What follows belongs to an exercise in optimizing a design on an open flow for small area; a production flow would make more cautious choices. Function was checked by simulation only, so behaviour that the tests miss may differ from the original. The clock port is modelled as an ideal driver, which makes a skipped or thinned clock tree look cheaper than it is; a real chip needs a root buffer or a tree. Power is estimated from default activity; no workload was simulated.

Design DigitalSystemDesigning, start of the top module:
module DigitalSystemDesigning(
	clk,
	rst,
	sw,
	state_in,
	row,
	col_r,
	col_g,
	seg_row,
	seg_col
);
==> flow/config.mk <==
export PLATFORM = sky130hd
export DESIGN_NAME = DigitalSystemDesigning
export DESIGN_NICKNAME = DigitalSystemDesigning
export VERILOG_FILES = /design/flow/design.v
export SDC_FILE = /design/flow/constraint.sdc
export NUM_CORES = 4
export LEC_CHECK = 0
export CAP_MARGIN = 20
export CORE_MARGIN = 2
export CORE_UTILIZATION = 85
export PLACE_DENSITY = 0.9
export SLEW_MARGIN = 20
==> flow/constraint.sdc <==
create_clock -name core_clock -period 5.0 [get_ports {clk}]
set_input_delay 1.0000 -clock core_clock [delete_from_list [all_inputs] [get_ports {clk}]]
set_output_delay 1.0000 -clock core_clock [all_outputs]
set_load 0.01 [all_outputs]
standard.sh (not shown) runs the stock make flow with config.mk's settings and CLKGATE_MAP_FILE= SYNTH_SCRIPT=/design/flow/synth_recipe.tcl, a recipe that flattens the netlist after the stock synthesis.
==> flow/flow/run.sh <==
#!/bin/bash
# ORFS layout (standard.sh) with three changes:
# - synthesis maps logic with an area-oriented ABC script (flow/abc_area.script,
#   selected by ABC_AREA=1 from a private copy of the ORFS scripts folder) and
#   leaves adders to ABC instead of mapping them to half/full adder cells;
#   registers are untouched, so they keep the standard synthesis's names
# - ports are buffered with sky130_fd_sc_hd__buf_1
# - the clock tree uses sky130_fd_sc_hd__clkbuf_4 cells without dummy loads
set -euo pipefail
W=$(pwd)
rm -rf "$W/scripts"
cp -r "$FLOW_HOME/scripts" "$W/scripts"
cp "$W/flow/abc_area.script" "$W/scripts/abc_area.script"
cp "$W/flow/cts.tcl" "$W/scripts/cts.tcl"
export SCRIPTS_DIR="$W/scripts"
export ABC_AREA=1
export ADDER_MAP_FILE=
export BUFFER_PORTS_ARGS="-buffer_cell sky130_fd_sc_hd__buf_1"
export FLOW_CLOCK_BUF=sky130_fd_sc_hd__clkbuf_8
export FLOW_CLOCK_GROUPS=4
bash standard.sh > standard.log 2>&1
==> flow/flow/abc_area.script <==
strash
balance
rewrite
refactor
balance
rewrite
rewrite -z
balance
refactor -z
rewrite -z
balance
balance
rewrite
refactor
balance
rewrite
rewrite -z
balance
refactor -z
rewrite -z
balance
dch -f
amap
Other scripts of this flow, unchanged in this note and not shown: flow/flow/cts.tcl
The first run did not get past global placement without I/O with GPL-0301.
Then changed:
==> flow/flow/abc_area.script (replaced) <==
strash
&get -n
&deepsyn -T 120
&put
dch -f
amap
- CORE_UTILIZATION: 85 -> 70
- PLACE_DENSITY: 0.9 -> 0.75
Effect: The new run produced a clean layout; synthesized area fell by 3.6%; synthesized cell count fell by about 4%.
Then changed:
==> flow/flow/run.sh (replaced) <==
#!/bin/bash
# Layout flow: the standard ORFS flow (standard.sh) run with a private copy
# of the ORFS scripts folder in which two files are replaced:
#  - abc_area.script (selected by ABC_AREA=1): an area-oriented ABC script for
#    the combinational logic; adders are also left to ABC (ADDER_MAP_FILE
#    empty). Registers are mapped as in the standard synthesis and keep its
#    cell types and names.
#  - cts.tcl: in place of TritonCTS's H-tree, the clock port drives four
#    clkbuf_8 buffers, each driving the registers of one quarter of them
#    (split at the median x, then at the median y), placed at their centre.
#    The rest of the step (timing repair, detailed placement) is unchanged.
# Ports are buffered with buf_1 cells, and the tie cells are not split per port.
# The output of each tool goes to standard.log and ORFS's logs under orfs/logs.
set -euo pipefail
W=$(pwd)
rm -rf "$W/scripts"
cp -r "$FLOW_HOME/scripts" "$W/scripts"
cp "$W/flow/abc_area.script" "$W/scripts/abc_area.script"
cp "$W/flow/cts.tcl" "$W/scripts/cts.tcl"
export SCRIPTS_DIR="$W/scripts"
export ABC_AREA=1
export ADDER_MAP_FILE=
export BUFFER_PORTS_ARGS="-buffer_cell sky130_fd_sc_hd__buf_1"
export FLOW_CLOCK_BUF=sky130_fd_sc_hd__clkbuf_8
export FLOW_CLOCK_GROUPS=4
export SKIP_REPAIR_TIE_FANOUT=1
bash standard.sh > standard.log 2>&1
The changed run passed the timing, design-rule and antenna checks.
Design area is about the same.
Setup slack gets better by 0.11 ns.
Sequential share of layout area stays flat.
In the second and third runs of this note the design's own scripts or RTL, not TritonCTS, make the clock network.

---

DigitalSystemDesigning, a different RTL version from the one above (not shown whole).
For scale: about 560 cells after synthesis, about 47 I/O pins.
// DigitalSystemDesigning
module DigitalSystemDesigning(
	clk,
	rst,
	sw,
	state_in,
	row,
	col_r,
	col_g,
	seg_row,
	seg_col
);
	input clk,rst,sw;
	input[3:0] state_in;
	output[7:0] row;
	output[7:0] col_r;
	output[7:0] col_g;
	output[7:0] seg_row;
	output[7:0] seg_col;
	localparam GO = 3'd0, LEFT = 3'd1, RIGHT = 3'd2, STOP = 3'd3, OFF = 3'd4, BLANK = 3'd5;
	localparam P_GO = 2'd0, P_L = 2'd1, P_R = 2'd2, P_S = 2'd3;
	reg[4:0] a;
	reg p;
	reg[6:0] c;
	reg[2:0] c8d;
	reg[2:0] e2;
	reg[2:0] e1;
	wire a_0 = (a == 5'b00000);
	wire a_1 = (a == 5'b00001);
	wire a_13 = (a == 5'b10111);
	wire a_24 = (a == 5'b10000);
	wire c_0 = (c == 7'b0000000);
	wire c_62 = (c == 7'b0000010);
	always@(posedge clk)
		if(rst)
			a <= 0;
		else
			a <= {a[3:0], a[4] ^ a[1] ^ (!a[2] && !a[3])};
	always@(posedge clk)
		if(rst)
			c <= 0;
		else if(a_24 && p)
			c <= {c[5:0], c[6] ^ c[0] ^ (!c[0] && !c[1])};
	always@(posedge clk)
		if(rst)
			c8d <= 0;
		else if(a_1 && p && c_62)
			c8d <= c8d + 1'b1;
	always@(posedge clk)
		if(rst)
			e2 <= 0;
		else if(a_13)
			e2 <= e2 + 1'b1;
	always@(posedge clk)
		if(rst)
			e1 <= 0;
		else if(a_1 && p)
			e1 <= e1 + 1'b1;
	wire sec_base = c_0 && (c8d == 3'd4);
	wire tick_1Hz = sec_base && a_0 && p;
	wire tick_1Hz_d = sec_base && a_1 && !p;
	function [7:0] b_fwd(input [7:0] s);
		b_fwd = {s[6:0], s[7] ^ s[0] ^ (s[1] && s[3] && !s[6])};
	endfunction
	function [7:0] b_bwd(input [7:0] s);
		b_bwd = {s[0] ^ s[1] ^ (s[2] && s[4] && !s[7]), s[7:1]};
	endfunction
	reg[7:0] b1d;
	reg[7:0] b2d;
	reg flagd;
	reg on_d;
	wire b_wrap = (b1d == 8'h80);
	always@(posedge clk)
		if(rst)
			b1d <= 8'h80;
		else
			b1d <= b_fwd(b1d);
	always@(posedge clk)
		if(rst)
			begin
				b2d <= 8'h01;
				flagd <= 1'b1;
			end
		else if(b_wrap)
			begin
				if(!flagd)
					begin
						if(b2d == 8'h40)
							flagd <= 1'b1;
						else
							b2d <= b_fwd(b2d);
					end
				else
					begin
						if(b2d == 8'h01)
							flagd <= 1'b0;
						else
							b2d <= b_bwd(b2d);
					end
			end
	always@(posedge clk)
		if(rst || b_wrap)
			on_d <= 1'b0;
		else if(b1d == b2d)
			on_d <= 1'b1;
	wire[3:0] ns = sw ? state_in : 4'b1111;
	reg[2:0] cur;
	reg[1:0] prev;
	reg pend;
	reg[3:0] c10l;
	reg[3:0] c10r;
	reg[2:0] c5s;
	always@(posedge clk)
		if(rst)
			c10l <= 0;
		else if(tick_1Hz)
			begin
				if(!pend)
					c10l <= 0;
				else if(prev == P_L)
  ...
make LEC_CHECK=0 CAP_MARGIN=20 CORE_MARGIN=2 CORE_UTILIZATION=40 PLACE_DENSITY=0.6 SLEW_MARGIN=20 finish   # period 5.0 ns
run.sh (not shown) runs the stock make flow with config.mk's settings and CLKGATE_MAP_FILE= SYNTH_SCRIPT=/design/flow/synth_recipe.tcl, a recipe that flattens the netlist after the stock synthesis.
Stock flow here: none of the scripts above is used.
Change:
==> flow/flow/run.sh (new file) <==
#!/bin/bash
# ORFS layout (standard.sh) with three changes:
# - synthesis maps logic with an area-oriented ABC script (flow/abc_area.script,
#   selected by ABC_AREA=1 from a private copy of the ORFS scripts folder) and
#   leaves adders to ABC instead of mapping them to half/full adder cells;
#   registers are untouched, so they keep the standard synthesis's names
# - ports are buffered with sky130_fd_sc_hd__buf_1
# - the clock tree uses sky130_fd_sc_hd__clkbuf_4 cells without dummy loads
set -euo pipefail
W=$(pwd)
rm -rf "$W/scripts"
cp -r "$FLOW_HOME/scripts" "$W/scripts"
cp "$W/flow/abc_area.script" "$W/scripts/abc_area.script"
export SCRIPTS_DIR="$W/scripts"
export ABC_AREA=1
export ADDER_MAP_FILE=
export BUFFER_PORTS_ARGS="-buffer_cell sky130_fd_sc_hd__buf_1"
export CTS_ARGS="-sink_clustering_enable -repair_clock_nets -buf_list sky130_fd_sc_hd__clkbuf_4 -dont_use_dummy_load"
bash standard.sh > standard.log 2>&1
==> flow/flow/abc_area.script (new file) <==
strash
balance
rewrite
refactor
balance
rewrite
rewrite -z
balance
refactor -z
rewrite -z
balance
balance
rewrite
refactor
balance
rewrite
rewrite -z
balance
refactor -z
rewrite -z
balance
dch -f
amap
==> flow/standard.sh (new file) <==
#!/bin/bash
# synth_recipe.tcl (not shown) runs the flow's synth.tcl, then flattens the netlist and writes it again
# the make line also repeats each setting of config.mk as NAME=value (left out here)
make -C /OpenROAD-flow-scripts/flow DESIGN_CONFIG=/design/flow/config.mk WORK_HOME=/design/flow/orfs CLKGATE_MAP_FILE= SYNTH_SCRIPT=/design/flow/synth_recipe.tcl "${@:-finish}"
removed: flow/run.sh
Fmax climbs by 5.0%.
Die area drops by 17%.
Final cell count drops by 10%.
Change:
==> flow/run.sh (new file) <==
#!/bin/bash
# synth_recipe.tcl (not shown) runs the flow's synth.tcl, then flattens the netlist and writes it again
# the make line also repeats each setting of config.mk as NAME=value (left out here)
make -C /OpenROAD-flow-scripts/flow DESIGN_CONFIG=/design/flow/config.mk WORK_HOME=/design/flow/orfs CLKGATE_MAP_FILE= SYNTH_SCRIPT=/design/flow/synth_recipe.tcl finish
CTS_BUF_LIST = sky130_fd_sc_hd__clkbuf_2 sky130_fd_sc_hd__clkbuf_4   (was not set)
removed: flow/flow/run.sh
removed: flow/flow/abc_area.script
removed: flow/standard.sh
Result: Routed wire length is higher by 16%; final cell count went up by 11%; utilization rises by 1.8 points; synthesized area goes up by 21%; setup slack is worse by 0.28 ns; sequential power climbs by 12%; worst hold slack gets better by 0.0093 ns; power came out higher by 22%.
Change:
==> flow/flow/run.sh (new file) <==
#!/bin/bash
# ORFS layout (standard.sh) with three changes:
# - synthesis maps logic with an area-oriented ABC script (flow/abc_area.script,
#   selected by ABC_AREA=1 from a private copy of the ORFS scripts folder) and
#   leaves adders to ABC instead of mapping them to half/full adder cells;
#   registers are untouched, so they keep the standard synthesis's names
# - ports are buffered with sky130_fd_sc_hd__buf_1
# - the clock tree uses sky130_fd_sc_hd__clkbuf_8 cells without dummy loads
set -euo pipefail
W=$(pwd)
rm -rf "$W/scripts"
cp -r "$FLOW_HOME/scripts" "$W/scripts"
cp "$W/flow/abc_area.script" "$W/scripts/abc_area.script"
export SCRIPTS_DIR="$W/scripts"
export ABC_AREA=1
export ADDER_MAP_FILE=
export BUFFER_PORTS_ARGS="-buffer_cell sky130_fd_sc_hd__buf_1"
export CTS_ARGS="-sink_clustering_enable -repair_clock_nets -buf_list sky130_fd_sc_hd__clkbuf_8 -dont_use_dummy_load"
bash standard.sh > standard.log 2>&1
==> flow/flow/abc_area.script (new file) <==
strash
balance
rewrite
refactor
balance
rewrite
rewrite -z
balance
refactor -z
rewrite -z
balance
balance
rewrite
refactor
balance
rewrite
rewrite -z
balance
refactor -z
rewrite -z
balance
dch -f
amap
==> flow/standard.sh (new file) <==
#!/bin/bash
# synth_recipe.tcl (not shown) runs the flow's synth.tcl, then flattens the netlist and writes it again
# the make line also repeats each setting of config.mk as NAME=value (left out here)
make -C /OpenROAD-flow-scripts/flow DESIGN_CONFIG=/design/flow/config.mk WORK_HOME=/design/flow/orfs CLKGATE_MAP_FILE= SYNTH_SCRIPT=/design/flow/synth_recipe.tcl "${@:-finish}"
CTS_BUF_LIST = not set   (was sky130_fd_sc_hd__clkbuf_2 sky130_fd_sc_hd__clkbuf_4)
removed: flow/run.sh
Outcome: The new run produced a clean layout. Area after synthesis came out lower by about a fifth. Wire length came out lower by roughly a tenth. Sequential power came out lower by roughly a tenth. Worst setup slack gains 0.37 ns. Flip-flop and latch count does not change.
Change:
==> flow/flow/run.sh (replaced) <==
#!/bin/bash
# Standard ORFS layout with smaller port buffers and a clock tree of small
# buffers without dummy loads.
set -euo pipefail
export BUFFER_PORTS_ARGS="-buffer_cell sky130_fd_sc_hd__buf_1"
export CTS_ARGS="-sink_clustering_enable -repair_clock_nets -buf_list sky130_fd_sc_hd__clkbuf_4 -dont_use_dummy_load"
bash standard.sh > standard.log 2>&1
removed: flow/flow/abc_area.script
Register-to-register slack gains 0.72 ns.
Routed wire length rose by 13%.
Fmax came out higher by 0.44%.
Die area came out higher by 20%.
First-iteration DRC count is higher by 56%.
Setup slack gets better by 0.016 ns.
Non-clock buffer count does not change.

==> separate check: timing with driven ports <==
In the flow no input, the clock included, has a driving cell. The finished layouts below were timed again as built, in two steps. Step 1 assumes that a clkbuf_16 drives the clock port and a buf_2 every other input. Step 2 times the ports against the registers' clock, not the clock port: input delays grow and output delays shrink by t, the midpoint of the rising clock arrivals with the driver on. Three values: no drivers, after step 1, after step 2; two values: the first two.
| run | t (ns) | setup slack, ns | hold slack, ns | cell pins on the clock port's net |
|---|---|---|---|---|
| the second run of note 1 | 0.210 | 1.483 / 1.428 / 1.639 | 0.446 / 0.446 / 0.446 | 4 |
| the third run of note 1 | 0.212 | 1.594 / 1.539 / 1.751 | 0.444 / 0.444 / 0.444 | 4 |
| the first run of note 2 | 0.381 | 1.106 / 1.072 / 1.453 | 0.443 / 0.443 / 0.443 | 1 |
| the second run of note 2 | 0.429 | 1.292 / 1.262 / 1.692 | 0.445 / 0.445 / 0.445 | 1 |
| the third run of note 2 | 0.447 | 1.013 / 0.984 / 1.431 | 0.454 / 0.454 / 0.454 | 1 |
| the fourth run of note 2 | 0.364 | 1.382 / 1.349 / 1.714 | 0.447 / 0.447 / 0.447 | 1 |
| the fifth run of note 2 | 0.445 | 1.397 / 1.368 / 1.813 | 0.456 / 0.456 / 0.456 | 1 |
After both steps every run listed still meets setup and hold.
